Context: an optimization exercise on an open-source flow, tuned for small area. The choices shown serve that exercise and are no tape-out recipe.
Function was not checked in any run shown here: the RTL went through the layout flow alone.
No activity file was given, so power comes from the tool's default toggle rates.

--- design/flow/design.v ---
`timescale 1ns / 1ps
module addsub #(
    parameter W = 8
) (
    input  [W-1:0] a,
    input  [W-1:0] b,
    input          sub,
    output [W-1:0] s
);
    logic [W:0] c;
    logic [W-1:0] bb;
    assign c[0] = sub;
    assign bb = b ^ {W{sub}};
    genvar i;
    generate
        for (i = 0; i < W; i++) begin : g
            assign s[i] = a[i] ^ bb[i] ^ c[i];
            assign c[i+1] = (a[i] & bb[i]) | (c[i] & (a[i] ^ bb[i]));
        end
    endgenerate
endmodule
module addsmall #(
    parameter W = 12,
    parameter K = 6
) (
    input  [W-1:0] a,
    input  [K-1:0] b,
    input          sub,
    output [W-1:0] s
);
    logic [K:0] c;
    logic [K-1:0] bb;
    logic t;
    assign c[0] = sub;
    assign bb = b ^ {K{sub}};
    assign t = b[K-1] ^ sub;       
    genvar i;
    generate
        for (i = 0; i < K; i++) begin : lo
            assign s[i] = a[i] ^ bb[i] ^ c[i];
            assign c[i+1] = (a[i] & bb[i]) | (c[i] & (a[i] ^ bb[i]));
        end
    endgenerate
    logic [W-K:0] all1, any1;
    assign all1[0] = 1'b1;
    assign any1[0] = 1'b0;
    generate
        for (i = K; i < W; i++) begin : hi
            assign all1[i-K+1] = all1[i-K] & a[i];
            assign any1[i-K+1] = any1[i-K] | a[i];
            assign s[i] = a[i] ^ t ^ (t ? (c[K] | any1[i-K]) : (c[K] & all1[i-K]));
        end
    endgenerate
endmodule
module addfast #(
    parameter W = 12,
    parameter K = 6
) (
    input  [W-1:0] a,
    input  [K-1:0] b,
    input          sub,
    output [W-1:0] s
);
    localparam LG = (K + 1 > 8) ? 4 : (K + 1 > 4) ? 3 : (K + 1 > 2) ? 2 : 1;
    logic [K-1:0] bb, pp, gg;
    logic t;
    assign bb = b ^ {K{sub}};
    assign t = b[K-1] ^ sub;       
    logic [K:0] G [0:LG];
    logic [K:0] P [0:LG];
    assign G[0] = {(a[K-1:0] & bb), sub};
    assign P[0] = {(a[K-1:0] ^ bb), 1'b0};
    genvar l, i;
    generate
        for (l = 0; l < LG; l++) begin : lev
            for (i = 0; i <= K; i++) begin : node
                if (((i >> l) & 1) == 1) begin : comb
                    localparam integer J = ((i >> l) << l) - 1;
                    assign G[l+1][i] = G[l][i] | (P[l][i] & G[l][J]);
                    assign P[l+1][i] = P[l][i] & P[l][J];
                end else begin : pass
                    assign G[l+1][i] = G[l][i];
                    assign P[l+1][i] = P[l][i];
                end
            end
        end
    endgenerate
    logic [K:0] c;
    assign c = G[LG];
    assign s[K-1:0] = (a[K-1:0] ^ bb) ^ c[K-1:0];
    logic [W-K:0] all1, any1;
    assign all1[0] = 1'b1;
    assign any1[0] = 1'b0;
    generate
        for (i = K; i < W; i++) begin : hi
            assign all1[i-K+1] = all1[i-K] & a[i];
            assign any1[i-K+1] = any1[i-K] | a[i];
            assign s[i] = a[i] ^ t ^ (t ? (c[K] | any1[i-K]) : (c[K] & all1[i-K]));
        end
    endgenerate
endmodule
module addfast2 #(
    parameter W = 12,
    parameter K = 6
) (
    input  [W-1:0] a,
    input  [K-1:0] b,
    input          sub,
    output [W-1:0] s
);
    localparam LG = (K + 1 > 8) ? 4 : (K + 1 > 4) ? 3 : (K + 1 > 2) ? 2 : 1;
    localparam U = W - K;
    localparam LU = (U > 8) ? 4 : (U > 4) ? 3 : (U > 2) ? 2 : (U > 1) ? 1 : 0;
    logic [K-1:0] bb;
    logic t;
    assign bb = b ^ {K{sub}};
    assign t = b[K-1] ^ sub;
    logic [K:0] G [0:LG];
    logic [K:0] P [0:LG];
    assign G[0] = {(a[K-1:0] & bb), sub};
    assign P[0] = {(a[K-1:0] ^ bb), 1'b0};
    genvar l, i;
    generate
        for (l = 0; l < LG; l++) begin : lev
            for (i = 0; i <= K; i++) begin : node
                if (((i >> l) & 1) == 1) begin : comb
                    localparam integer J = ((i >> l) << l) - 1;
                    assign G[l+1][i] = G[l][i] | (P[l][i] & G[l][J]);
                    assign P[l+1][i] = P[l][i] & P[l][J];
                end else begin : pass
                    assign G[l+1][i] = G[l][i];
                    assign P[l+1][i] = P[l][i];
                end
            end
        end
    endgenerate
    logic [K:0] c;
    assign c = G[LG];
    assign s[K-1:0] = (a[K-1:0] ^ bb) ^ c[K-1:0];
    logic [U-1:0] O [0:LU];
    logic [U-1:0] Z [0:LU];
    assign O[0] = a[W-1:K];
    assign Z[0] = ~a[W-1:K];
    generate
        for (l = 0; l < LU; l++) begin : ulev
            for (i = 0; i < U; i++) begin : unode
                if (((i >> l) & 1) == 1) begin : comb
                    localparam integer J = ((i >> l) << l) - 1;
                    assign O[l+1][i] = O[l][i] & O[l][J];
                    assign Z[l+1][i] = Z[l][i] & Z[l][J];
                end else begin : pass
                    assign O[l+1][i] = O[l][i];
                    assign Z[l+1][i] = Z[l][i];
                end
            end
        end
    endgenerate
    wire inc = c[K] & ~t;
    wire dec = ~c[K] & t;
    assign s[K] = a[K] ^ inc ^ dec;
    generate
        for (i = 1; i < U; i++) begin : hi
            assign s[K+i] = a[K+i] ^ ((inc & O[LU][i-1]) | (dec & Z[LU][i-1]));
        end
    endgenerate
endmodule
`timescale 1ns / 1ps
module phase_controller (
    input clock,
    input reset,
    output [3:0] code,
    output [7:0] w,
    output [1:0] quadrant
);
    logic [3:0] cd;
    logic [7:0] wr;
    logic [5:0] c;
    logic e, r;
    logic [1:0] q;
    wire pre = (cd == 4'd0);
    wire up  = ~q[0];
    wire endq = up ? (cd == 4'd14) && (wr == 8'h1d || wr == 8'h1e)
                   : (cd == 4'd1) && (wr == 8'he2 || wr == 8'he1);
    logic [7:0] up1, dn1;                
    logic [7:0] upw, upw1, dnw, dnw1;    
    assign up1 = ({8{cd == 0}} & 8'he)
            | ({8{cd == 1}} & 8'h7e)
            | ({8{cd == 2}} & 8'h7e)
            | ({8{cd == 3}} & 8'h76)
            | ({8{cd == 4}} & 8'h7f)
            | ({8{cd == 5}} & 8'h7e)
            | ({8{cd == 6}} & 8'h7f)
            | ({8{cd == 7}} & 8'h40)
            | ({8{cd == 8}} & 8'h7f)
            | ({8{cd == 9}} & 8'h7e)
            | ({8{cd == 10}} & 8'h7e)
            | ({8{cd == 11}} & 8'h76)
            | ({8{cd == 12}} & 8'h7f)
            | ({8{cd == 13}} & 8'h7e);
    assign upw = ({8{cd == 0}} & 8'he1)
            | ({8{cd == 1}} & 8'h81)
            | ({8{cd == 2}} & 8'h80)
            | ({8{cd == 3}} & 8'h88)
            | ({8{cd == 4}} & 8'h81)
            | ({8{cd == 5}} & 8'h81)
            | ({8{cd == 6}} & 8'h80)
            | ({8{cd == 7}} & 8'hbf)
            | ({8{cd == 8}} & 8'h80)
            | ({8{cd == 9}} & 8'h81)
            | ({8{cd == 10}} & 8'h80)
            | ({8{cd == 11}} & 8'h88)
            | ({8{cd == 12}} & 8'h81)
            | ({8{cd == 13}} & 8'h81);
    assign upw1 = ({8{cd == 0}} & 8'he2)
            | ({8{cd == 1}} & 8'h82)
            | ({8{cd == 2}} & 8'h81)
            | ({8{cd == 3}} & 8'h89)
            | ({8{cd == 4}} & 8'h82)
            | ({8{cd == 5}} & 8'h82)
            | ({8{cd == 6}} & 8'h81)
            | ({8{cd == 7}} & 8'hc0)
            | ({8{cd == 8}} & 8'h81)
            | ({8{cd == 9}} & 8'h82)
            | ({8{cd == 10}} & 8'h81)
            | ({8{cd == 11}} & 8'h89)
            | ({8{cd == 12}} & 8'h82)
            | ({8{cd == 13}} & 8'h82);
    assign dn1 = ({8{cd == 2}} & 8'h81)
            | ({8{cd == 3}} & 8'h80)
            | ({8{cd == 4}} & 8'h88)
            | ({8{cd == 5}} & 8'h81)
            | ({8{cd == 6}} & 8'h81)
            | ({8{cd == 7}} & 8'h80)
            | ({8{cd == 8}} & 8'hbf)
            | ({8{cd == 9}} & 8'h80)
            | ({8{cd == 10}} & 8'h81)
            | ({8{cd == 11}} & 8'h80)
            | ({8{cd == 12}} & 8'h88)
            | ({8{cd == 13}} & 8'h81)
            | ({8{cd == 14}} & 8'h81);
    assign dnw = ({8{cd == 2}} & 8'h7e)
            | ({8{cd == 3}} & 8'h7e)
            | ({8{cd == 4}} & 8'h76)
            | ({8{cd == 5}} & 8'h7f)
            | ({8{cd == 6}} & 8'h7e)
            | ({8{cd == 7}} & 8'h7f)
            | ({8{cd == 8}} & 8'h40)
            | ({8{cd == 9}} & 8'h7f)
            | ({8{cd == 10}} & 8'h7e)
            | ({8{cd == 11}} & 8'h7e)
            | ({8{cd == 12}} & 8'h76)
            | ({8{cd == 13}} & 8'h7f)
            | ({8{cd == 14}} & 8'h7e);
    assign dnw1 = ({8{cd == 2}} & 8'h7d)
            | ({8{cd == 3}} & 8'h7d)
            | ({8{cd == 4}} & 8'h75)
            | ({8{cd == 5}} & 8'h7e)
            | ({8{cd == 6}} & 8'h7d)
            | ({8{cd == 7}} & 8'h7e)
            | ({8{cd == 8}} & 8'h3f)
            | ({8{cd == 9}} & 8'h7e)
            | ({8{cd == 10}} & 8'h7d)
            | ({8{cd == 11}} & 8'h7d)
            | ({8{cd == 12}} & 8'h75)
            | ({8{cd == 13}} & 8'h7e)
            | ({8{cd == 14}} & 8'h7d);
    wire can_up = (cd != 4'd14);
    wire can_dn = (cd != 4'd1) && (cd != 4'd0);
    wire hit1 = up ? (wr == up1) : (wr == dn1);
    logic [7:0] near2;
    assign near2 = up ? wr + 8'd1 : wr - 8'd1;
    wire hit2 = up ? (near2 == up1) : (near2 == dn1);
    wire xing = (up ? can_up : can_dn) && (hit1 || (e && hit2));
    wire over = e && hit1;             
    logic [7:0] w_step, w_cross;
    addsub #(.W(8)) uw (.a(wr), .b({6'd0, e, ~e}), .sub(~up), .s(w_step));
    assign w_cross = up ? (over ? upw1 : upw) : (over ? dnw1 : dnw);
    logic [5:0] c_next;
    assign c_next = ({6{c == 6'd0}} & 6'he)
            | ({6{c == 6'd1}} & 6'hf)
            | ({6{c == 6'd2}} & 6'h10)
            | ({6{c == 6'd3}} & 6'h11)
            | ({6{c == 6'd4}} & 6'h12)
            | ({6{c == 6'd5}} & 6'h13)
            | ({6{c == 6'd6}} & 6'h14)
            | ({6{c == 6'd7}} & 6'h15)
            | ({6{c == 6'd8}} & 6'h16)
            | ({6{c == 6'd9}} & 6'h17)
            | ({6{c == 6'd10}} & 6'h18)
            | ({6{c == 6'd11}} & 6'h19)
            | ({6{c == 6'd12}} & 6'h1a)
            | ({6{c == 6'd13}} & 6'h1b)
            | ({6{c == 6'd14}} & 6'h1c)
            | ({6{c == 6'd15}} & 6'h1d)
            | ({6{c == 6'd16}} & 6'h1e)
            | ({6{c == 6'd17}} & 6'h1f)
            | ({6{c == 6'd18}} & 6'h20)
            | ({6{c == 6'd19}} & 6'h21)
            | ({6{c == 6'd20}} & 6'h22)
            | ({6{c == 6'd21}} & 6'h23)
            | ({6{c == 6'd22}} & 6'h24)
            | ({6{c == 6'd23}} & 6'h25)
            | ({6{c == 6'd24}} & 6'h26)
            | ({6{c == 6'd25}} & 6'he)
            | ({6{c == 6'd26}} & 6'hf)
            | ({6{c == 6'd27}} & 6'h10)
            | ({6{c == 6'd28}} & 6'h11)
            | ({6{c == 6'd29}} & 6'h12)
            | ({6{c == 6'd30}} & 6'h13)
            | ({6{c == 6'd31}} & 6'h14)
            | ({6{c == 6'd32}} & 6'h15)
            | ({6{c == 6'd33}} & 6'h16)
            | ({6{c == 6'd34}} & 6'h17)
            | ({6{c == 6'd35}} & 6'h18)
            | ({6{c == 6'd36}} & 6'h19)
            | ({6{c == 6'd37}} & 6'h1a)
            | ({6{c == 6'd38}} & 6'h1b);
    wire c_big = (c >= 6'd25);
    always_ff @(posedge clock) begin
        if (reset || pre) begin
            c <= '0;
            e <= 1'b0;
            r <= 1'b0;
        end
        else begin
            r <= endq;
            if (r)
                c <= '0;
            else begin
                c <= c_next;
                e <= c_big;
            end
        end
    end
    always_ff @(posedge clock) begin
        if (reset) begin
            q <= 2'd0;
            cd <= 4'd0;
            wr <= 8'd0;
        end
        else if (endq)
            q <= q + 2'd1;
        else if (xing) begin
            cd <= up ? cd + 4'd1 : cd - 4'd1;
            wr <= w_cross;
        end
        else
            wr <= w_step;
    end
    assign code = cd;
    assign w = wr;
    assign quadrant = q;
endmodule
`timescale 1ns / 1ps
module cordic (
    input clock,
    input reset,
    output signed [12:0] sine,
    output signed [12:0] cosine
);
    logic [3:0] code;
    logic [7:0] w;
    logic [1:0] q;
    phase_controller pc (.clock(clock), .reset(reset), .code(code), .w(w), .quadrant(q));
    wire [9:0] dirs_a = {code, ~w[7], w[6:2]};
    logic signed [11:0] x6, y6;
    wire [4:0] ts = dirs_a[9:5];
    assign x6 = ({12{ts == 5'd2}} & 12'h7fc)
            | ({12{ts == 5'd3}} & 12'h7fc)
            | ({12{ts == 5'd4}} & 12'h7f1)
            | ({12{ts == 5'd5}} & 12'h7e1)
            | ({12{ts == 5'd6}} & 12'h7c7)
            | ({12{ts == 5'd7}} & 12'h7a7)
            | ({12{ts == 5'd8}} & 12'h782)
            | ({12{ts == 5'd9}} & 12'h754)
            | ({12{ts == 5'd10}} & 12'h71d)
            | ({12{ts == 5'd11}} & 12'h6e1)
            | ({12{ts == 5'd12}} & 12'h69b)
            | ({12{ts == 5'd13}} & 12'h651)
            | ({12{ts == 5'd14}} & 12'h5ff)
            | ({12{ts == 5'd15}} & 12'h5a9)
            | ({12{ts == 5'd16}} & 12'h5a5)
            | ({12{ts == 5'd17}} & 12'h549)
            | ({12{ts == 5'd18}} & 12'h4e6)
            | ({12{ts == 5'd19}} & 12'h480)
            | ({12{ts == 5'd20}} & 12'h415)
            | ({12{ts == 5'd21}} & 12'h3a7)
            | ({12{ts == 5'd22}} & 12'h333)
            | ({12{ts == 5'd23}} & 12'h2bd)
            | ({12{ts == 5'd24}} & 12'h252)
            | ({12{ts == 5'd25}} & 12'h1d8)
            | ({12{ts == 5'd26}} & 12'h15a)
            | ({12{ts == 5'd27}} & 12'hdc)
            | ({12{ts == 5'd28}} & 12'h5e)
            | ({12{ts == 5'd29}} & 12'hfe0);
    assign y6 = ({12{ts == 5'd2}} & 12'hfe0)
            | ({12{ts == 5'd3}} & 12'h5e)
            | ({12{ts == 5'd4}} & 12'hdc)
            | ({12{ts == 5'd5}} & 12'h15a)
            | ({12{ts == 5'd6}} & 12'h1d8)
            | ({12{ts == 5'd7}} & 12'h252)
            | ({12{ts == 5'd8}} & 12'h2bd)
            | ({12{ts == 5'd9}} & 12'h333)
            | ({12{ts == 5'd10}} & 12'h3a7)
            | ({12{ts == 5'd11}} & 12'h415)
            | ({12{ts == 5'd12}} & 12'h480)
            | ({12{ts == 5'd13}} & 12'h4e6)
            | ({12{ts == 5'd14}} & 12'h549)
            | ({12{ts == 5'd15}} & 12'h5a5)
            | ({12{ts == 5'd16}} & 12'h5a9)
            | ({12{ts == 5'd17}} & 12'h5ff)
            | ({12{ts == 5'd18}} & 12'h651)
            | ({12{ts == 5'd19}} & 12'h69b)
            | ({12{ts == 5'd20}} & 12'h6e1)
            | ({12{ts == 5'd21}} & 12'h71d)
            | ({12{ts == 5'd22}} & 12'h754)
            | ({12{ts == 5'd23}} & 12'h782)
            | ({12{ts == 5'd24}} & 12'h7a7)
            | ({12{ts == 5'd25}} & 12'h7c7)
            | ({12{ts == 5'd26}} & 12'h7e1)
            | ({12{ts == 5'd27}} & 12'h7f1)
            | ({12{ts == 5'd28}} & 12'h7fc)
            | ({12{ts == 5'd29}} & 12'h7fc);
    logic signed [11:0] x7, y7;
    addsmall #(.W(12), .K(6)) ux7 (.a(12'(x6)), .b(6'(y6 >>> 6)), .sub(dirs_a[4]), .s(x7));
    addsmall #(.W(12), .K(6)) uy7 (.a(12'(y6)), .b(6'(x6 >>> 6)), .sub(~dirs_a[4]), .s(y7));
    logic [9:0] dirs_r1;
    logic [1:0] q_r1;
    logic signed [11:0] x_r1;
    logic signed [11:0] y_r1;
    always_ff @(posedge clock) begin
        dirs_r1 <= dirs_a;
        q_r1 <= q;
        x_r1 <= x7;
        y_r1 <= y7;
    end
    logic signed [11:0] x8, y8;
    addsmall #(.W(12), .K(5)) ux8 (.a(12'(x_r1)), .b(5'(y_r1 >>> 7)), .sub(dirs_r1[3]), .s(x8));
    addsmall #(.W(12), .K(5)) uy8 (.a(12'(y_r1)), .b(5'(x_r1 >>> 7)), .sub(~dirs_r1[3]), .s(y8));
    logic [10:0] x9, y9;
    addfast2 #(.W(11), .K(4)) ux9 (.a(11'(x8)), .b(4'(y8 >>> 8)), .sub(dirs_r1[2]), .s(x9));
    addfast2 #(.W(11), .K(4)) uy9 (.a(11'(y8)), .b(4'(x8 >>> 8)), .sub(~dirs_r1[2]), .s(y9));
    logic [9:0] dirs_r2;
    logic [1:0] q_r2;
    logic [10:0] x_r2;
    logic [10:0] y_r2;
    always_ff @(posedge clock) begin
        dirs_r2 <= dirs_r1;
        q_r2 <= q_r1;
        x_r2 <= x9;
        y_r2 <= y9;
    end
    logic [10:0] x10, y10;
    addfast2 #(.W(11), .K(3)) ux10 (.a(11'(x_r2)), .b(3'(y_r2 >> 9)), .sub(dirs_r2[1]), .s(x10));
    addfast2 #(.W(11), .K(3)) uy10 (.a(11'(y_r2)), .b(3'(x_r2 >> 9)), .sub(~dirs_r2[1]), .s(y10));
    wire mx = q_r2[0] ^ q_r2[1];
    wire my = q_r2[1];
    wire bx = y10[10];
    wire by = x10[10];
    logic signed [2:0] ax, ay;
    assign ax = mx ? (dirs_r2[0] ? 3'd1 + {2'b00, bx} : 3'd1 - {2'b00, bx}) : (dirs_r2[0] ? 3'd0 - {2'b00, bx} : {2'b00, bx});
    assign ay = my ? (dirs_r2[0] ? 3'd1 - {2'b00, by} : 3'd1 + {2'b00, by}) : (dirs_r2[0] ? {2'b00, by} : 3'd0 - {2'b00, by});
    logic [10:0] rx, ry;
    addfast2 #(.W(11), .K(3)) ux11 (.a(x10 ^ {11{mx}}), .b(ax), .sub(1'b0), .s(rx));
    addfast2 #(.W(11), .K(3)) uy11 (.a(y10 ^ {11{my}}), .b(ay), .sub(1'b0), .s(ry));
    assign cosine = {1'b0, ~mx, rx};
    assign sine = {1'b0, ~my, ry};
endmodule
--- design/flow/constraint.sdc ---
create_clock -name core_clock -period 5.0 [get_ports {clock}]
set_input_delay 1.0000 -clock core_clock [delete_from_list [all_inputs] [get_ports {clock}]]
set_output_delay 1.0000 -clock core_clock [all_outputs]
set_load 0.01 [all_outputs]
--- design/flow/run.sh ---
#!/bin/bash
# synth_recipe.tcl (not shown) runs the flow's synth.tcl, then flattens the netlist and writes it again
# the make line also repeats each setting of config.mk as NAME=value (left out here)
make -C /OpenROAD-flow-scripts/flow DESIGN_CONFIG=/design/flow/config.mk WORK_HOME=/design/flow/orfs CLKGATE_MAP_FILE= SYNTH_SCRIPT=/design/flow/synth_recipe.tcl finish
--- design/flow/config.mk ---
export PLATFORM = sky130hd
export DESIGN_NAME = cordic
export DESIGN_NICKNAME = cordic
export VERILOG_FILES = /design/flow/design.v
export SDC_FILE = /design/flow/constraint.sdc
export NUM_CORES = 4
export LEC_CHECK = 0
export ABC_AREA = 1
export CAP_MARGIN = 20
export CORE_MARGIN = 2
export CORE_UTILIZATION = 40
export PLACE_DENSITY = 0.6
export SLEW_MARGIN = 20
==> results.py, run 1 <==
metrics = {
    "placement": {
        "port_buffers": 25,
        "hpwl_mm": 18.30,
        "dp_cells": 1678,
        "place_congestion": 0.9458,
        "place_area_um2": 9614,
    },
    "timing": {
        "max_clock_freq_mhz": 209.3,
        "drv_slew": 0,
        "final.period_utilization": 0.9554,
        "worstMarginPinSlew_ns": 0.6786,
        "timing.hold.ws_ns": 0.3255,
        "final-hold-violation-count": 0,
        "min_period_ns": 4.777,
        "finClkSkew_ns": 0.009970,
        "maxSlewHeadroom": 0.5435,
        "finalSetupViolCount": 0,
    },
    "cts": {
        "clock_sinks": 78,
        "root_buffer": "clkbuf_16",
        "clock_latency_ns": 0.34,
        "cts_tree": "built",
        "clk_pin_slew_ns": 0.06,
        "ctsLongestPathBuffers": 2,
        "cts_made_buffers": 9,
        "h-tree-depth": 3,
    },
    "floorplan": {
        "dieArea_um2": 22770,
        "initial_core_util": 0.4093,
        "chipWidth_um": 150.9,
        "io_pins": 28,
        "rows": 53,
        "die_h_um": 150.9,
        "core_um2": 21090,
    },
    "logic_synthesis": {
        "synth_area_leaders": "dfxtp_1 18%, nand2_1 14%, xor2_1 9.2%, inv_1 8.8%, fa_1 7.7%",
        "avgSynthCellArea_um2": 6.490,
        "yosys.area.top_type": "dfxtp_1",
        "async_flop_share": 0,
        "synth_seq_area_share": 0.1809,
        "synth_cell_types": 60,
        "synth_edf_count": 0,
        "synth_ff_type": "dfxtp_1",
        "synthCells": 1330,
        "ys_warn_count": 12,
        "synth.top_cell.area_share": 0.1809,
        "synth_area_um2": 8632,
        "ys_seq_elements": 78,
    },
    "global_route": {
        "grt_max_degree": 38,
        "antenna_found_initial": 0,
        "grt_pass1_wl_mm": 37.00,
        "overflow": 0,
        "grt_usage": 0.2010,
        "first_global_vias": 7933,
    },
    "pwr": {
        "switchingPower_mw": 0.3510,
        "p_seq_frac": 0.446,
        "peakVddDrop_mv": 0.1467,
        "power_mw": 1.426,
        "leakage_nw": 5.659,
        "intPower_mw": 1.075,
        "p_per_area_nw_per_um2": 140.0,
        "clkPwrFrac": 0.475,
        "swShare": 0.2461,
        "p_comb_frac": 0.079,
    },
    "detailed_routing": {
        "drt_wl_total_mm": 22.42,
        "via_count": 8453,
        "drc": 0,
        "firstDrtPassIters": 5,
        "final_antenna_net_count": 0,
        "drt_iter0_drc": 493,
        "vias_per_cell": 4.972,
        "wl_per_cell_um": 13.19,
    },
    "setup_path": {
        "crit_fanout": 6,
        "rrSetupSlack_ns": 0.28,
        "crit_arrival_ns": 3.78,
        "cp.required_ns": 4.00,
        "start_kind": "flop",
        "endpoint_kind": "output pin",
        "critical_path_class": "flop to output pin",
    },
    "finish": {
        "drive_above_1_share": 0.1593,
        "syn_to_final_growth_pct": 17.99,
        "stdcell_area_um2": 10180,
        "antenna_cells": 0,
        "fin_nets": 1479,
        "fill_cells": 2141,
        "fin_cells": 1700,
    },
    "job": {
        "drv_cap": 0,
    },
    "run_status": {
        "status": "finished clean",
    },
    "hold_path": {
        "hold_path_class": "flop to flop",
    },
}
==> state kept, by name, indices dropped and copies added (netlist names) <==
signal and flops:
q_r2 2, pc.e 1, pc.cd 4, x_r1 12, y_r2 11, pc.r 1
dirs_r1 4, dirs_r2 2, pc.q 2, x_r2 11, pc.wr 8, pc.c 6
y_r1 12, q_r1 2
==> cells in the mapped netlist (13+ instances only) <==
cell / number
o21ai_0: 44
nand2_2: 18
nor3_1: 30
inv_1: 202
xor2_1: 91
fa_1: 33
nand3_1: 108
nor2_1: 115
nand4_1: 28
dfxtp_1: 78
ha_1: 24
xnor2_1: 27
nor2_2: 13
nand2_1: 325
a21oi_1: 37
==> timing repair <==
item / in CTS / in global routing
gates resized for setup: 10 / 59
setup endpoints to repair: 22 / 32
buffers inserted: 0 / 6
hold buffers: 0 / 0
pin swaps: 1 / 19
hold endpoints to repair: 0 / 0
==> power groups by stage <==
stage | logic (mW) | clock network, mW | registers [mW]
global route | 0.127 | 0.724 | 0.637
floorplan | 0.0806 | 0 | 0.646
global placement | 0.110 | 0 | 0.651
CTS | 0.113 | 0.699 | 0.637
finish | 0.113 | 0.677 | 0.636
detailed placement | 0.112 | 0 | 0.651
==> worst paths after layout <==
check                                 from         end  cells past startpoint
worst max-delay path            dirs_r2[1]     sine[3]                     20
worst min-delay path            dirs_r1[1]  dirs_r2[1]                      0
worst max register to register     y_r1[7]     y_r2[6]                     28
worst min register to register  dirs_r1[1]  dirs_r2[1]                      0
==> critical path, cell delays in order (launching register included) <==
cell and delay [ns]:
dfxtp_4 0.39, xor2_4 0.20, ha_1 0.22, a21oi_2 0.16, nand2_2 0.08, nand2_2 0.11, clkinv_2 0.10, nand2_1 0.09
nand3b_1 0.09, nand2_2 0.13, nor2_4 0.05, nand2_2 0.10, inv_1 0.05, ha_1 0.33, a21oi_1 0.15, nand2_1 0.13
nor2_4 0.14, buf_4 0.14, a21oi_1 0.06, a21oi_1 0.13, clkdlybuf4s50_1 0.56
==> cell type report <==
| cell class | count | area, um2 | area share |
|---|---|---|---|
| inverters | 217 | 820.8 | 0.08059 |
| clock inverters | 7 | 87.58 | 0.008599 |
| repair buffers | 105 | 892.1 | 0.08759 |
| flip-flops and latches | 78 | 1573 | 0.1544 |
| multi-input cells | 1009 | 6242 | 0.6129 |
| clock buffers | 9 | 225.2 | 0.02211 |
| well taps | 275 | 344.1 | 0.03378 |
==> metrics by stage <==
| stage | setup slack, ns | TNS (ns) | utilization |
|---|---|---|---|
| 2_1_floorplan | 0.01105 | 0 | - |
| 3_3_place_gp | -0.008992 | -0.009063 | 0.4559 |
| 3_5_place_dp | -0.1084 | -0.2948 | 0.4559 |
| 4_1_cts | 0.01577 | 0 | 0.4726 |
| 5_1_grt | -0.02234 | -0.04445 | 0.4830 |
| 6_report | 0.2229 | 0 | 0.4830 |
==> per-layer routing <==
| metal | vias to the layer above | global-route usage | wire (um) |
|---|---|---|---|
| met5 | - | 0 | 0 |
| met3 | 37 | 0.02861 | 835 |
| met1 | 3812 | 0.2489 | 10100 |
| met2 | 189 | 0.3575 | 10970 |
| li1 | 4415 | - | - |
| met4 | 0 | 0.06776 | 514 |
==> cell usage in the layout, fill, tap and decap left out, types with 4 or more instances in the layout <==
master             n
nand2_1          317
inv_1            199
nor2_1           109
nand3_1          108
xor2_1            89
buf_4             79
dfxtp_1           73
o21ai_0           41
a21oi_1           34
nor3_1            29
nand4_1           28
nand2_2           26
xnor2_1           25
fa_1              25
ha_1              23
nor2_2            17
dlymetal6s2s_1    15
inv_2             14
o21ai_1           12
nor4_1            11
clkdlybuf4s50_1   10
nor2_4             9
clkbuf_16          9
nand3b_1           8
fa_2               8
a21oi_2            7
or2_2              6
a31oi_1            6
o21ai_2            6
o2111ai_1          5
nand3_2            5
xor2_2             4
o31ai_1            4
o211ai_1           4
==> cell families (layout without fill, tap and decap cells) <==
kind of cell / Yosys count / after routing / share of synthesized area
AO/OA/AOI/OAI: 137 / 137 / 0.09538
other: 1 / 2 / 0.0004344
flip-flops: 78 / 78 / 0.1809
buffers and inverters: 244 / 338 / 0.1149
adder cells (fa/ha/maj): 57 / 57 / 0.1113
AND/OR/NAND/NOR: 692 / 692 / 0.3716
XOR/XNOR: 121 / 121 / 0.1254
==> inputs of run 2 (changes only) <==
--- a/design/flow/design.v
+++ b/design/flow/design.v
@@ -422,8 +422,11 @@
             | ({12{ts == 5'd28}} & 12'h7fc)
             | ({12{ts == 5'd29}} & 12'h7fc);
     logic signed [11:0] x7, y7;
-    addsmall #(.W(12), .K(6)) ux7 (.a(12'(x6)), .b(6'(y6 >>> 6)), .sub(dirs_a[4]), .s(x7));
-    addsmall #(.W(12), .K(6)) uy7 (.a(12'(y6)), .b(6'(x6 >>> 6)), .sub(~dirs_a[4]), .s(y7));
+    addfast2 #(.W(12), .K(6)) ux7 (.a(12'(x6)), .b(6'(y6 >>> 6)), .sub(dirs_a[4]), .s(x7));
+    addfast2 #(.W(12), .K(6)) uy7 (.a(12'(y6)), .b(6'(x6 >>> 6)), .sub(~dirs_a[4]), .s(y7));
+    logic signed [11:0] x8, y8;
+    addfast2 #(.W(12), .K(5)) ux8 (.a(12'(x7)), .b(5'(y7 >>> 7)), .sub(dirs_a[3]), .s(x8));
+    addfast2 #(.W(12), .K(5)) uy8 (.a(12'(y7)), .b(5'(x7 >>> 7)), .sub(~dirs_a[3]), .s(y8));
     logic [9:0] dirs_r1;
     logic [1:0] q_r1;
     logic signed [11:0] x_r1;
@@ -431,15 +434,15 @@
     always_ff @(posedge clock) begin
         dirs_r1 <= dirs_a;
         q_r1 <= q;
-        x_r1 <= x7;
-        y_r1 <= y7;
+        x_r1 <= x8;
+        y_r1 <= y8;
     end
-    logic signed [11:0] x8, y8;
-    addsmall #(.W(12), .K(5)) ux8 (.a(12'(x_r1)), .b(5'(y_r1 >>> 7)), .sub(dirs_r1[3]), .s(x8));
-    addsmall #(.W(12), .K(5)) uy8 (.a(12'(y_r1)), .b(5'(x_r1 >>> 7)), .sub(~dirs_r1[3]), .s(y8));
     logic [10:0] x9, y9;
-    addfast2 #(.W(11), .K(4)) ux9 (.a(11'(x8)), .b(4'(y8 >>> 8)), .sub(dirs_r1[2]), .s(x9));
-    addfast2 #(.W(11), .K(4)) uy9 (.a(11'(y8)), .b(4'(x8 >>> 8)), .sub(~dirs_r1[2]), .s(y9));
+    addfast2 #(.W(11), .K(4)) ux9 (.a(11'(x_r1)), .b(4'(y_r1 >>> 8)), .sub(dirs_r1[2]), .s(x9));
+    addfast2 #(.W(11), .K(4)) uy9 (.a(11'(y_r1)), .b(4'(x_r1 >>> 8)), .sub(~dirs_r1[2]), .s(y9));
+    logic [10:0] x10, y10;
+    addfast2 #(.W(11), .K(3)) ux10 (.a(11'(x9)), .b(3'(y9 >> 9)), .sub(dirs_r1[1]), .s(x10));
+    addfast2 #(.W(11), .K(3)) uy10 (.a(11'(y9)), .b(3'(x9 >> 9)), .sub(~dirs_r1[1]), .s(y10));
     logic [9:0] dirs_r2;
     logic [1:0] q_r2;
     logic [10:0] x_r2;
@@ -447,22 +450,19 @@
     always_ff @(posedge clock) begin
         dirs_r2 <= dirs_r1;
         q_r2 <= q_r1;
-        x_r2 <= x9;
-        y_r2 <= y9;
+        x_r2 <= x10;
+        y_r2 <= y10;
     end
-    logic [10:0] x10, y10;
-    addfast2 #(.W(11), .K(3)) ux10 (.a(11'(x_r2)), .b(3'(y_r2 >> 9)), .sub(dirs_r2[1]), .s(x10));
-    addfast2 #(.W(11), .K(3)) uy10 (.a(11'(y_r2)), .b(3'(x_r2 >> 9)), .sub(~dirs_r2[1]), .s(y10));
     wire mx = q_r2[0] ^ q_r2[1];
     wire my = q_r2[1];
-    wire bx = y10[10];
-    wire by = x10[10];
+    wire bx = y_r2[10];
+    wire by = x_r2[10];
     logic signed [2:0] ax, ay;
     assign ax = mx ? (dirs_r2[0] ? 3'd1 + {2'b00, bx} : 3'd1 - {2'b00, bx}) : (dirs_r2[0] ? 3'd0 - {2'b00, bx} : {2'b00, bx});
     assign ay = my ? (dirs_r2[0] ? 3'd1 - {2'b00, by} : 3'd1 + {2'b00, by}) : (dirs_r2[0] ? {2'b00, by} : 3'd0 - {2'b00, by});
     logic [10:0] rx, ry;
-    addfast2 #(.W(11), .K(3)) ux11 (.a(x10 ^ {11{mx}}), .b(ax), .sub(1'b0), .s(rx));
-    addfast2 #(.W(11), .K(3)) uy11 (.a(y10 ^ {11{my}}), .b(ay), .sub(1'b0), .s(ry));
+    addfast2 #(.W(11), .K(3)) ux11 (.a(x_r2 ^ {11{mx}}), .b(ax), .sub(1'b0), .s(rx));
+    addfast2 #(.W(11), .K(3)) uy11 (.a(y_r2 ^ {11{my}}), .b(ay), .sub(1'b0), .s(ry));
     assign cosine = {1'b0, ~mx, rx};
     assign sine = {1'b0, ~my, ry};
 endmodule
==> run 2 against run 1 <==
Still clean on timing, DRC and antenna. Utilization is 2.0 points lower. Die area is 0.78% higher. Non-clock buffer count is 49 lower. Clock skew is 0.0024 ns higher. Power is 3.3% lower. Setup slack better by 0.11 ns. Clock power is 14% lower. Maximum frequency is 2.4% higher. Sequential cell count is 2 lower. Critical path type is now flop to flop. Largest power group is now registers.
==> results.py, run 2 <==
metrics = {
    "cts": {
        "h-tree-depth": 3,
        "root_buffer": "clkbuf_16",
        "ctsLongestPathBuffers": 2,
        "clk_pin_slew_ns": 0.06,
        "cts_tree": "built",
        "clock_sinks": 76,
        "clock_latency_ns": 0.34,
        "cts_made_buffers": 9,
    },
    "setup_path": {
        "critical_path_class": "flop to flop",
        "max_stage_delay_ns": 0.38,
        "rrSetupSlack_ns": 0.33,
        "cp.required_ns": 5.22,
        "cpLargestDelayFamily": "simple AND/OR/NAND/NOR gates",
        "crit_buf_inv": 7,
        "crit_fanout": 8,
        "start_kind": "flop",
        "crit_slowest_cell": "xnor3_2",
        "endpoint_kind": "flop",
        "crit_arrival_ns": 4.89,
        "cp_common_cell": "nand2_1",
    },
    "pwr": {
        "clkPwrFrac": 0.423,
        "power_mw": 1.380,
        "leakage_nw": 5.496,
        "intPower_mw": 1.044,
        "p_per_area_nw_per_um2": 140.9,
        "swShare": 0.2433,
        "p_seq_frac": 0.462,
        "switchingPower_mw": 0.3357,
        "p_comb_frac": 0.115,
        "peakVddDrop_mv": 0.1367,
    },
    "job": {
        "drv_cap": 0,
    },
    "placement": {
        "place_congestion": 0.9703,
        "dp_cells": 1656,
        "hpwl_mm": 18.78,
        "port_buffers": 25,
    },
    "timing": {
        "drv_slew": 0,
        "final-hold-violation-count": 0,
        "worstMarginPinSlew_ns": 0.7876,
        "rsz0062_at_grt": "yes",
        "finClkSkew_ns": 0.01236,
        "finalSetupViolCount": 0,
        "maxSlewHeadroom": 0.4701,
        "max_clock_freq_mhz": 214.3,
        "min_period_ns": 4.667,
        "timing.hold.ws_ns": 0.3266,
        "final.period_utilization": 0.9334,
    },
    "logic_synthesis": {
        "ys_warn_count": 22,
        "synth_edf_count": 0,
        "synth.top_cells.by_count": "287 x nand2_1, 209 x inv_1, 144 x nor2_1",
        "synth.top_cell.area_share": 0.1749,
        "synth_area_leaders": "dfxtp_1 17%, nand2_1 12%, xor2_1 9.8%, inv_1 9.0%, nor2_1 6.2%",
        "synthCells": 1348,
        "ys_seq_elements": 76,
        "synth_cell_types": 57,
        "synth_seq_area_share": 0.1749,
        "async_flop_share": 0,
        "avgSynthCellArea_um2": 6.455,
        "yosysMostFrequentCell": "nand2_1",
        "synth_area_um2": 8701,
        "yosys.area.top_type": "dfxtp_1",
        "synth_ff_type": "dfxtp_1",
    },
    "global_route": {
        "overflow": 0,
        "first_global_vias": 7648,
        "grt_pass1_wl_mm": 36.46,
        "antenna_found_initial": 0,
        "grt_max_degree": 27,
        "grt_usage": 0.1997,
    },
    "detailed_routing": {
        "drt_wl_total_mm": 22.52,
        "final_antenna_net_count": 0,
        "vias_per_cell": 5.046,
        "via_count": 8442,
        "drc": 0,
        "drt_iter0_drc": 410,
        "firstDrtPassIters": 5,
        "wl_per_cell_um": 13.46,
    },
    "floorplan": {
        "io_pins": 28,
        "dieArea_um2": 22950,
        "initial_core_util": 0.4113,
        "die_h_um": 151.5,
        "core_um2": 21150,
        "chipWidth_um": 151.5,
        "rows": 53,
    },
    "run_status": {
        "status": "finished clean",
    },
    "finish": {
        "multi_input_area_um2": 6272,
        "reg.largest.list": "x_r1 (12), y_r1 (12)",
        "fin_nets": 1460,
        "most-common-layout-cells": "283 x nand2_1, 208 x inv_1, 139 x nor2_1",
        "layout_commonest_cell": "nand2_1",
        "syn_to_final_growth_pct": 12.57,
        "fill_cells": 2167,
        "antenna_cells": 0,
        "fin_cells": 1673,
        "drive_above_1_share": 0.1144,
        "seq_area_um2": 1526,
    },
    "hold_path": {
        "hold_path_class": "flop to flop",
    },
}
run 2: cell types whose count changed after synthesis, moves of 7 or more:
cell,previous run,this run
nor2_1,115,144
nand2_1,325,287
buf_2,11,2
inv_1,202,209
ha_1,24,41
fa_1,33,23
clkbuf_1,4,12
nand3_1,108,100
run 2: worst reg2reg max path, delay by kind of cell, from the launching register on:
family | cells | cell delay (ns)
AND/OR/NAND/NOR | 18 | 1.79
buffers and inverters | 7 | 0.73
AO/OA/AOI/OAI | 3 | 0.51
flip-flops | 1 | 0.34
XOR/XNOR | 2 | 0.56
adder cells (fa/ha/maj) | 2 | 0.64
run 2: logic make-up (layout without fill, tap and decap cells):
group | Yosys count | in the layout | share of synthesized area
multiplexers | 2 | 2 | 0.002301
adder cells (fa/ha/maj) | 64 | 64 | 0.1119
flip-flops | 76 | 76 | 0.1749
other | 1 | 2 | 0.0004310
buffers and inverters | 256 | 305 | 0.1181
AND/OR/NAND/NOR | 677 | 677 | 0.3602
AO/OA/AOI/OAI | 141 | 141 | 0.09347
XOR/XNOR | 131 | 131 | 0.1388
run 2: path summary, 6_finish.rpt:
kind                            startpoint        to  depth (start not counted)
worst min-delay path               q_r1[1]   q_r2[1]                          0
worst min register to register     q_r1[1]   q_r2[1]                          0
worst max-delay path              pc.cd[2]  x_r1[10]                         32
worst max register to register    pc.cd[2]  x_r1[10]                         32
run 2: metal layers:
layer	share of wire	track usage	vias up
met1	0.44	0.2459	3753
met5	0	0	-
li1	-	-	4387
met2	0.48	0.3495	238
met4	0.038	0.08084	0
met3	0.044	0.02874	64
run 2: repair_timing:
action                                  CTS  global route
setup buffers                             0             2
pin swaps                                 0             1
resized for setup                         2            30
endpoints found under the setup margin    9            20
cloned                                    0             0
hold buffers                              0             0
run 2: per-stage QoR:
| stage | instance area (um2) | setup TNS, ns | worst slack [ns] | utilization |
|---|---|---|---|---|
| finish | 9794 | 0 | 0.3332 | 0.4630 |
| global placement | 9383 | -1.223 | -0.1596 | 0.4435 |
| global route | 9794 | -0.007576 | -0.004938 | 0.4630 |
| CTS | 9656 | 0 | 0.004417 | 0.4564 |
| detailed placement | 9383 | -0.7813 | -0.1278 | 0.4435 |
| floorplan | 8705 | 0 | 0.6276 | - |
run 2: power by group through the flow:
stage / combinational [mW] / sequential, mW / clock, mW
finish: 0.158 / 0.638 / 0.584
global route: 0.180 / 0.640 / 0.631
CTS: 0.159 / 0.638 / 0.606
detailed placement: 0.159 / 0.651 / 0
global placement: 0.156 / 0.651 / 0
floorplan: 0.108 / 0.646 / 0
run 2: layout make-up:
class / count / area share
Timing Repair Buffer: 56 / 0.04969
Multi-Input combinational cell: 1017 / 0.6404
Sequential cell: 76 / 0.1559
Clock buffer: 11 / 0.02478
Tap cell: 275 / 0.03513
Inverter: 234 / 0.09147
Clock inverter: 4 / 0.002683
==> inputs of run 3 (changes only) <==
--- a/design/flow/config.mk
+++ b/design/flow/config.mk
@@ -9,5 +9,7 @@
 export CAP_MARGIN = 20
 export CORE_MARGIN = 2
 export CORE_UTILIZATION = 40
+export CTS_BUF_LIST = sky130_fd_sc_hd__clkbuf_8
+export GPL_TIMING_DRIVEN = 0
 export PLACE_DENSITY = 0.6
 export SLEW_MARGIN = 20
==> run 3 against run 2 <==
Still clean on timing, DRC and antenna. Synthesized cell count unchanged. Power down 9.8%. Via count down 1.7%. Area after synthesis unchanged. Critical path type unchanged. Largest power group unchanged.
==> results.py, run 3 <==
metrics = {
    "pwr": {
        "peakVddDrop_mv": 0.09715,
        "leakage_nw": 5.441,
        "p_per_area_nw_per_um2": 127.6,
    },
    "logic_synthesis": {
        "synth_edf_count": 0,
        "synth.top_cells.by_count": "287 x nand2_1, 209 x inv_1, 144 x nor2_1",
        "synth_seq_area_share": 0.1749,
        "avgSynthCellArea_um2": 6.455,
        "yosysMostFrequentCell": "nand2_1",
        "synthCells": 1348,
        "ys_seq_elements": 76,
        "synth_area_um2": 8701,
        "yosys.area.top_type": "dfxtp_1",
        "synth_area_leaders": "dfxtp_1 17%, nand2_1 12%, xor2_1 9.8%, inv_1 9.0%, nor2_1 6.2%",
        "synth_cell_types": 57,
        "synth.top_cell.area_share": 0.1749,
        "synth_ff_type": "dfxtp_1",
        "ys_warn_count": 22,
        "async_flop_share": 0,
    },
    "placement": {
        "port_buffers": 24,
        "place_area_um2": 9289,
        "hpwl_mm": 17.76,
        "dp_cells": 1648,
        "post-place-ws_ns": -0.3646,
        "place_congestion": 0.9186,
    },
    "finish": {
        "most-common-layout-cells": "280 x nand2_1, 208 x inv_1, 135 x nor2_1",
        "drive_above_1_share": 0.1212,
        "fin_nets": 1455,
        "final_util": 0.4612,
        "layout_commonest_cell": "nand2_1",
        "antenna_cells": 0,
        "fin_cells": 1669,
        "stdcell_area_um2": 9756,
        "syn_to_final_growth_pct": 12.12,
        "reg.largest.list": "x_r1 (12), y_r1 (12)",
    },
    "timing": {
        "min_period_ns": 4.698,
        "finClkSkew_ns": 0.02362,
        "setup_slack_ns": 0.3020,
        "finalSetupViolCount": 0,
        "worstMarginPinSlew_ns": 0.7266,
        "final-hold-violation-count": 0,
        "drv_slew": 0,
        "fin_tns_setup_ns": 0,
        "final.period_utilization": 0.9396,
        "maxSlewHeadroom": 0.5111,
        "max_clock_freq_mhz": 212.9,
    },
    "setup_path": {
        "ff2ff_path_depth": 30,
        "r2r_start": "pc.cd[0]",
        "start_kind": "flop",
        "crit_slowest_cell": "fa_1",
        "crit_arrival_ns": 4.96,
        "critical_path_class": "flop to flop",
        "max_stage_delay_ns": 0.47,
        "cp_common_cell": "nand2_1",
        "endpoint_kind": "flop",
        "rr_endpoint": "y_r1[3]",
        "rrSetupSlack_ns": 0.30,
        "cp.required_ns": 5.27,
        "crit_fanout": 11,
    },
    "hold_path": {
        "hold_end": "q_r2[1]",
        "hp-start": "q_r1[1]",
        "worst_hold_path.num_cells": 0,
        "hold_path_class": "flop to flop",
    },
    "global_route": {
        "antenna_found_initial": 0,
        "first_global_vias": 7910,
        "grt_max_degree": 19,
        "grt_pass1_wl_mm": 36.57,
        "overflow": 0,
        "grt_usage": 0.1969,
    },
    "detailed_routing": {
        "vias_per_cell": 4.972,
        "via_count": 8298,
        "drt_iter0_drc": 393,
        "drc": 0,
        "wl_per_cell_um": 12.90,
        "final_antenna_net_count": 0,
        "firstDrtPassIters": 5,
        "drt_wl_total_mm": 21.53,
    },
    "cts": {
        "cts_tree": "built",
        "root_buffer": "clkbuf_8",
        "h-tree-depth": 3,
        "ctsLongestPathBuffers": 2,
        "hold_buffers": 0,
        "clock_latency_ns": 0.38,
        "cts_made_buffers": 9,
        "clk_pin_slew_ns": 0.10,
        "clock_sinks": 76,
    },
    "run_status": {
        "status": "finished clean",
    },
    "floorplan": {
        "initial_core_util": 0.4113,
        "core_um2": 21150,
        "chipWidth_um": 151.5,
        "rows": 53,
        "die_h_um": 151.5,
        "io_pins": 28,
        "dieArea_um2": 22950,
    },
    "job": {
        "drv_cap": 0,
    },
}
-- run 3: cell counts after synthesis --
Identical to the previous run, type by type.
-- run 3: what timing repair did --
| action | CTS | global route |
|---|---|---|
| endpoints found under the setup margin | 22 | 27 |
| gates resized for setup | 9 | 53 |
| setup buffers | 0 | 6 |
| cloned | 0 | 0 |
| pin swaps | 0 | 4 |
-- run 3: where the power goes --
| group | internal, mW | total [mW] | switching, mW |
|---|---|---|---|
| Clock | 0.189 | 0.451 | 0.262 |
| Combinational | 0.0752 | 0.159 | 0.0837 |
| Sequential | 0.622 | 0.635 | 0.0133 |
| Total | 0.886 | 1.25 | 0.359 |
-- run 3: layout make-up --
type | instances | area [um2]
fillers | 2226 | 11400
multi-input cells | 1017 | 6377
flip-flops and latches | 76 | 1528
inverters | 234 | 895.9
well taps | 275 | 344.1
repair buffers | 30 | 285.3
plain buffers | 21 | 142.6
clock buffers | 9 | 123.9
clock inverters | 7 | 58.81
-- run 3: kinds of logic (layout without fill, tap and decap cells) --
kind of cell,count (synthesis),after routing,synth area share
flip-flops,76,76,0.1749
AO/OA/AOI/OAI,141,141,0.09347
AND/OR/NAND/NOR,677,677,0.3602
other,1,2,0.0004310
XOR/XNOR,131,131,0.1388
adder cells (fa/ha/maj),64,64,0.1119
buffers and inverters,256,301,0.1181
multiplexers,2,2,0.002301
-- run 3: metrics by stage --
step / power, mW / hold slack (ns)
finish: 1.245 / 0.3363
global route: 1.314 / 0.3464
CTS: 1.268 / 0.3372
detailed placement: 0.8095 / 0.3135
global placement: 0.8064 / 0.3134
floorplan: 0.7542 / 0.3096
-- run 3: worst max-delay path by stage --
stage          cells after the start          to      from
2_1_floorplan                     24     y_r1[5]  pc.cd[1]
3_3_place_gp                      27     y_r1[5]  pc.cd[1]
3_5_place_dp                      27     y_r1[5]  pc.cd[1]
4_1_cts                           17  cosine[10]   q_r2[1]
5_1_grt                           34     x_r1[6]  pc.cd[2]
6_report                          30     y_r1[3]  pc.cd[0]
-- run 3: critical path: cells and delay by family, from the launching register on --
family          cells  cell delay, ns
xor+xnor            2            0.38
compound gates      1            0.20
buf+inv             8            0.70
flops               1            0.39
fa+ha+maj           3            1.04
simple gates       16            1.86
-- run 3: layer usage --
layer  up-vias  global-route usage  part of all wire
met5         -                   0                 0
met4         0             0.06355             0.019
met3        36             0.02665             0.040
met2       188              0.3462              0.48
met1      3700              0.2488              0.46
li1       4374                   -                 -
==> inputs of run 4 (changes only) <==
--- a/design/flow/config.mk
+++ b/design/flow/config.mk
@@ -11,5 +11,5 @@
 export CORE_UTILIZATION = 40
 export CTS_BUF_LIST = sky130_fd_sc_hd__clkbuf_8
 export GPL_TIMING_DRIVEN = 0
-export PLACE_DENSITY = 0.6
+export PLACE_DENSITY = 0.8
 export SLEW_MARGIN = 20
==> run 4 against run 3 <==
Worst hold slack worse by 0.0084 ns. Critical path type unchanged. Clock skew is 0.0017 ns lower. Count of clock-buffer cells in the layout increased by 2. Register-to-register slack barely moved. Utilization is 0.065 points lower. Sequential power is essentially flat. Cell count decreased by 0.12%. Maximum frequency barely moved. Routed wire length down 0.87%. Global-route usage down 0.72 points. Area after synthesis is the same. Non-clock buffer count fell by 2.
==> results.py, run 4 <==
metrics = {
    "run_status": {
        "status": "finished clean",
    },
    "detailed_routing": {
        "wl_per_cell_um": 12.80,
        "drt_wl_total_mm": 21.34,
        "firstDrtPassIters": 6,
        "top_layer": "met4",
        "final_antenna_net_count": 0,
        "drt_iter0_drc": 686,
        "wl_met2_mm": 10.42,
        "drc": 0,
        "vias_per_cell": 5.137,
        "routed-wl-met3_mm": 1.254,
        "via_count": 8563,
        "drt-met1-wl_mm": 9.102,
    },
    "placement": {
        "port_buffers": 24,
        "place_area_um2": 9289,
        "place_congestion": 0.9355,
        "hpwl_mm": 17.50,
    },
    "timing": {
        "worstMarginPinSlew_ns": 0.7320,
        "min_period_ns": 4.700,
        "maxSlewHeadroom": 0.5075,
        "timing.hold.ws_ns": 0.3279,
        "finClkSkew_ns": 0.02196,
        "final-hold-violation-count": 0,
        "final.period_utilization": 0.9401,
        "finalSetupViolCount": 0,
        "fin_tns_setup_ns": 0,
        "max_clock_freq_mhz": 212.8,
        "drv_slew": 0,
    },
    "setup_path": {
        "critical_path_class": "flop to flop",
        "cp.required_ns": 5.27,
        "crit_fanout": 9,
        "max_stage_delay_ns": 0.37,
        "endpoint_kind": "flop",
        "crit_slowest_cell": "fa_1",
        "start_kind": "flop",
        "crit_arrival_ns": 4.97,
    },
    "global_route": {
        "first_global_vias": 8081,
        "grt_pass1_wl_mm": 35.70,
        "grt_max_degree": 19,
        "overflow": 0,
        "antenna_found_initial": 0,
        "grt_usage": 0.1897,
    },
    "logic_synthesis": {
        "yosysMostFrequentCell": "nand2_1",
        "synth_area_leaders": "dfxtp_1 17%, nand2_1 12%, xor2_1 9.8%, inv_1 9.0%, nor2_1 6.2%",
        "yosys.area.top_type": "dfxtp_1",
        "async_flop_share": 0,
        "synth_ff_type": "dfxtp_1",
        "synth.top_cell.area_share": 0.1749,
        "synthCells": 1348,
        "synth_seq_area_share": 0.1749,
        "ys_seq_elements": 76,
        "synth_cell_types": 57,
        "avgSynthCellArea_um2": 6.455,
        "ys_warn_count": 22,
        "synth.top_cells.by_count": "287 x nand2_1, 209 x inv_1, 144 x nor2_1",
        "synth_area_um2": 8701,
        "synth_edf_count": 0,
    },
    "pwr": {
        "leakage_nw": 5.453,
        "power_mw": 1.290,
        "clkPwrFrac": 0.382,
        "p_seq_frac": 0.493,
        "intPower_mw": 0.9571,
        "p_per_area_nw_per_um2": 132.5,
        "switchingPower_mw": 0.3333,
        "swShare": 0.2583,
        "p_comb_frac": 0.126,
        "peakVddDrop_mv": 0.09955,
    },
    "floorplan": {
        "rows": 53,
        "io_pins": 28,
        "die_h_um": 151.5,
        "initial_core_util": 0.4113,
        "chipWidth_um": 151.5,
        "core_um2": 21150,
        "dieArea_um2": 22950,
    },
    "cts": {
        "root_buffer": "clkbuf_8",
        "cts_tree": "built",
        "ctsLongestPathBuffers": 2,
        "hold_buffers": 0,
        "cts_made_buffers": 9,
        "clock_sinks": 76,
        "clk_pin_slew_ns": 0.09,
        "clock_latency_ns": 0.37,
        "h-tree-depth": 3,
    },
    "finish": {
        "most-common-layout-cells": "282 x nand2_1, 208 x inv_1, 132 x nor2_1",
        "layout_commonest_cell": "nand2_1",
        "syn_to_final_growth_pct": 11.96,
        "fin_nets": 1453,
        "stdcell_area_um2": 9742,
        "final_util": 0.4605,
        "reg.largest.list": "x_r1 (12), y_r1 (12)",
        "antenna_cells": 0,
        "fill_cells": 2088,
        "drive_above_1_share": 0.1164,
    },
    "hold_path": {
        "hold_path_class": "flop to flop",
    },
    "job": {
        "drv_cap": 0,
    },
}
==> run 4: cell counts after synthesis <==
Identical to the previous run, type by type.
==> run 4: metrics by stage <==
step / worst slack [ns] / instances
CTS: 0.02409 / 1663
global placement: -0.2408 / 1648
floorplan: 0.6276 / 1349
finish: 0.2997 / 1667
global route: -0.02256 / 1667
detailed placement: -0.2694 / 1648
==> run 4: timing repair <==
| item | CTS | global route |
|---|---|---|
| hold endpoints to repair | 0 | 0 |
| buffers inserted | 0 | 4 |
| setup endpoints to repair | 23 | 26 |
| pin swaps | 0 | 3 |
| resized for setup | 8 | 52 |
==> run 4: area by class of cell <==
type,instances,area (um2),share of cell area
multi-input cells,1017,6351,0.6519
flip-flops and latches,76,1530,0.1571
inverters,234,895.9,0.09196
well taps,275,344.1,0.03532
repair buffers,28,270.3,0.02774
clock buffers,11,151.4,0.01554
plain buffers,21,140.1,0.01438
clock inverters,5,58.81,0.006036
==> run 4: cells by family after synthesis <==
logic type | synth area share
AO/OA/AOI/OAI | 0.09347
XOR/XNOR | 0.1388
adder cells (fa/ha/maj) | 0.1119
buffers and inverters | 0.1181
flip-flops | 0.1749
multiplexers | 0.002301
other | 0.0004310
AND/OR/NAND/NOR | 0.3602
==> run 4: routing by layer <==
layer | track usage | vias to the layer above
met1 | 0.2313 | 3850
met5 | 0 | -
met2 | 0.3357 | 291
met4 | 0.06402 | 0
met3 | 0.03443 | 58
li1 | - | 4364
==> run 4: worst max-delay path, delay by kind of cell, from the launching register on <==
kind          cells  cell delay (ns)
flops             1             0.33
fa+ha+maj         3             0.97
simple gates     17             2.11
xor+xnor          3             0.58
buf+inv           8             0.62
==> run 4: worst paths after layout <==
| path | end | from | cells after the start | slack (ns) |
|---|---|---|---|---|
| worst max register to register | y_r1[4] | pc.cd[2] | 31 | 0.30 |
| worst max-delay path | y_r1[4] | pc.cd[2] | 31 | 0.30 |
| worst min-delay path | q_r2[1] | q_r1[1] | 0 | 0.33 |
| worst min register to register | q_r2[1] | q_r1[1] | 0 | 0.33 |
==> run 4: power groups by stage <==
stage	combinational (mW)	clock (mW)	sequential (mW)
2_1_floorplan	0.108	0	0.646
3_3_place_gp	0.155	0	0.649
3_5_place_dp	0.162	0	0.650
4_1_cts	0.162	0.508	0.636
5_1_grt	0.183	0.531	0.638
6_report	0.162	0.493	0.636
==> inputs of run 5 (changes only) <==
--- a/design/flow/config.mk
+++ b/design/flow/config.mk
@@ -8,7 +8,7 @@
 export ABC_AREA = 1
 export CAP_MARGIN = 20
 export CORE_MARGIN = 2
-export CORE_UTILIZATION = 40
+export CORE_UTILIZATION = 60
 export CTS_BUF_LIST = sky130_fd_sc_hd__clkbuf_8
 export GPL_TIMING_DRIVEN = 0
 export PLACE_DENSITY = 0.8
==> run 5 against run 4 <==
Still clean on timing, DRC and antenna. Power rose by 9.9%. Routed wire length rose by 4.6%. Maximum frequency fell by 0.41%. Non-clock buffer count rose by 5. First-iteration DRC count fell by 12%. Register-to-register slack got worse by 0.02 ns. Via count rose by 0.44%. Critical endpoint is now y_r1[3]. Largest cell class unchanged.
==> results.py, run 5 <==
metrics = {
    "pwr": {
        "power_mw": 1.418,
        "p_per_area_nw_per_um2": 145.6,
        "peakVddDrop_mv": 0.1222,
        "leakage_nw": 5.506,
    },
    "setup_path": {
        "r2r_start": "pc.cd[2]",
        "max_stage_delay_ns": 0.48,
        "cp_common_cell": "inv_1",
        "crit_arrival_ns": 4.98,
        "crit_fanout": 9,
        "rrSetupSlack_ns": 0.28,
        "critPathLaunch": "pc.cd[2]",
        "ff2ff_path_depth": 31,
        "critPathCapture": "y_r1[3]",
        "crit_slowest_cell": "fa_1",
        "endpoint_kind": "flop",
        "start_kind": "flop",
        "cp.required_ns": 5.26,
        "rr_endpoint": "y_r1[3]",
        "critical_path_class": "flop to flop",
    },
    "global_route": {
        "antenna_found_initial": 0,
        "grt_max_degree": 19,
        "grt_usage": 0.2824,
        "overflow": 0,
        "first_global_vias": 8131,
        "grt_pass1_wl_mm": 36.74,
    },
    "logic_synthesis": {
        "synth_top_family_by_area": "simple AND/OR/NAND/NOR gates",
        "async_flop_share": 0,
        "synth_fa_ha_area_frac": 0.1119,
        "synth_ff_type": "dfxtp_1",
        "synth_compound_area_frac": 0.09347,
        "synth_area_um2": 8701,
        "yosys.area.top_type": "dfxtp_1",
        "synth_edf_count": 0,
        "yosys.area_share.simple": 0.3602,
        "synthXorXnorAreaFrac": 0.1388,
        "synth_cell_types": 57,
        "ys_warn_count": 22,
        "synth_area_leaders": "dfxtp_1 17%, nand2_1 12%, xor2_1 9.8%, inv_1 9.0%, nor2_1 6.2%",
        "ys_seq_elements": 76,
        "synthCells": 1348,
        "synth.top_cell.area_share": 0.1749,
        "avgSynthCellArea_um2": 6.455,
        "synth.top_cells.by_count": "287 x nand2_1, 209 x inv_1, 144 x nor2_1",
        "yosysMostFrequentCell": "nand2_1",
        "synth_seq_area_share": 0.1749,
        "muxShareOfSynthArea": 0.002301,
    },
    "timing": {
        "finClkSkew_ns": 0.02114,
        "final.period_utilization": 0.9439,
        "finalSetupViolCount": 0,
        "maxSlewHeadroom": 0.4694,
        "setup_slack_ns": 0.2803,
        "min_period_ns": 4.720,
        "worstMarginPinSlew_ns": 0.7958,
        "max_clock_freq_mhz": 211.9,
        "final-hold-violation-count": 0,
        "drv_slew": 0,
    },
    "run_status": {
        "status": "finished clean",
    },
    "finish": {
        "layout_commonest_cell": "nand2_1",
        "most-common-layout-cells": "282 x nand2_1, 208 x inv_1, 135 x nor2_1",
        "seq_area_um2": 1528,
        "fill_cells": 1274,
        "antenna_cells": 0,
        "multi_input_area_um2": 6375,
        "fin_nets": 1458,
        "drive_above_1_share": 0.1210,
        "syn_to_final_growth_pct": 11.98,
        "reg.largest.list": "x_r1 (12), y_r1 (12)",
    },
    "detailed_routing": {
        "wl_per_cell_um": 14.12,
        "final_antenna_net_count": 0,
        "via_count": 8601,
        "vias_per_cell": 5.440,
        "drc": 0,
        "firstDrtPassIters": 5,
        "drt_wl_total_mm": 22.32,
        "drt_iter0_drc": 607,
    },
    "placement": {
        "hpwl_mm": 17.79,
        "place_congestion": 0.9892,
        "post-place-ws_ns": -0.3931,
        "port_buffers": 24,
    },
    "floorplan": {
        "rows": 44,
        "die_h_um": 124.4,
        "chipWidth_um": 124.4,
        "io_pins": 28,
        "dieArea_um2": 15480,
        "core_um2": 14370,
        "initial_core_util": 0.6055,
    },
    "cts": {
        "h-tree-depth": 3,
        "root_buffer": "clkbuf_8",
        "clock_latency_ns": 0.37,
        "clk_pin_slew_ns": 0.10,
        "cts_made_buffers": 9,
        "cts_tree": "built",
        "hold_buffers": 0,
        "ctsLongestPathBuffers": 2,
        "clock_sinks": 76,
    },
    "job": {
        "drv_cap": 0,
    },
    "hold_path": {
        "hold_path_class": "flop to flop",
    },
}
## run 5: changes by cell type in the layout (fill, tap and decap cells not counted), sizes merged
cell / before / now
clkinv: 4 / 5
buf: 14 / 19
clkbuf: 22 / 20
bufinv: 1 / 4
inv: 233 / 231
## run 5: cells by family (layout without fill, tap and decap cells)
family                   Yosys count  after routing
multiplexers                       2              2
buffers and inverters            256            304
other                              1              2
adder cells (fa/ha/maj)           64             64
AO/OA/AOI/OAI                    141            141
AND/OR/NAND/NOR                  677            677
XOR/XNOR                         131            131
flip-flops                        76             76
## run 5: worst min-delay path by stage
stage	startpoint	to	slack, ns	cells after the start
finish	q_r1[1]	q_r2[1]	0.33	0
floorplan	dirs_r1[0]	dirs_r2	0.31	0
global route	q_r1[1]	q_r2[1]	0.34	0
global placement	q_r1[0]	q_r2[0]	0.31	0
CTS	q_r1[1]	q_r2[1]	0.33	0
detailed placement	q_r1[0]	q_r2[0]	0.31	0
## run 5: metal layers
| layer | vias up | wire (um) | global-route usage |
|---|---|---|---|
| met5 | - | 0 | 0 |
| met4 | 0 | 653 | 0.1058 |
| met3 | 57 | 1162 | 0.03651 |
| met2 | 280 | 11300 | 0.5194 |
| met1 | 3883 | 9206 | 0.3332 |
| li1 | 4381 | - | - |
## run 5: per-stage QoR
stage            util  hold WS [ns]  cell area, um2  setup TNS [ns]  cells
4_1_cts        0.6589        0.3344            9468               0   1573
2_1_floorplan       -        0.3096            8705               0   1349
5_1_grt        0.6781        0.3381            9743        -0.09103   1581
3_5_place_dp   0.6385        0.3135            9175          -4.226   1557
3_3_place_gp   0.6385        0.3107            9175          -3.108   1557
6_report       0.6781        0.3326            9743               0   1581
## run 5: what timing repair did
| item | 4_1_cts | 5_1_grt |
|---|---|---|
| gates cloned | 0 | 0 |
| endpoints found under the setup margin | 22 | 26 |
| resized for setup | 9 | 51 |
| pin swaps | 0 | 5 |
| buffers inserted | 0 | 9 |
## run 5: area by class of cell
| type | count | share of cell area |
|---|---|---|
| Multi-Input combinational cell | 1017 | 0.6543 |
| Sequential cell | 76 | 0.1568 |
| Inverter | 234 | 0.09195 |
| Timing Repair Buffer | 33 | 0.03159 |
| Tap cell | 184 | 0.02363 |
| Buffer | 21 | 0.01464 |
| Clock inverter | 7 | 0.01438 |
| Clock buffer | 9 | 0.01271 |
## run 5: critical path: cells and delay by family (launching register included)
family	cells	cell delay, ns
xor gates and xnor gates	2	0.40
DFF	1	0.34
adders and majority gates	3	1.07
and+or+nand+nor	17	2.14
buffers and inverters	9	0.66
## run 5: where the power goes
part	switching (mW)	internal (mW)	total (mW)
sequential	0.0133	0.622	0.635
clock	0.242	0.381	0.623
combinational	0.0850	0.0753	0.160

==> afterwards: timing with drivers on the ports <==
How much do the figures lean on ideal ports? The routed layouts below were timed once more, with nothing changed but the port constraints.
Step 1, drivers: a clkbuf_16 drives clock and a buf_2 each remaining input, both assumed.
Step 2, shift: input delay + t, output delay - t, t = (earliest + latest rising clock arrival at the registers) / 2. This alone moves slack from input paths to output paths.
Slacks: no drivers / after step 1 / after step 2; pairs: no drivers / after step 1.
run	t (ns)	setup WS [ns]	hold slack, ns	latest minus earliest clock arrival (ns)
run 1	0.376	0.223 / 0.182 / 0.276	0.326 / 0.326 / 0.326	0.010 / 0.010
run 2	0.381	0.333 / 0.292 / 0.333	0.327 / 0.327 / 0.327	0.013 / 0.013
run 3	0.407	0.302 / 0.302 / 0.302	0.336 / 0.336 / 0.336	0.023 / 0.023
run 4	0.397	0.300 / 0.290 / 0.300	0.328 / 0.328 / 0.328	0.022 / 0.022
run 5	0.400	0.280 / 0.280 / 0.280	0.333 / 0.333 / 0.333	0.022 / 0.022
After both steps every run listed still meets setup and hold.
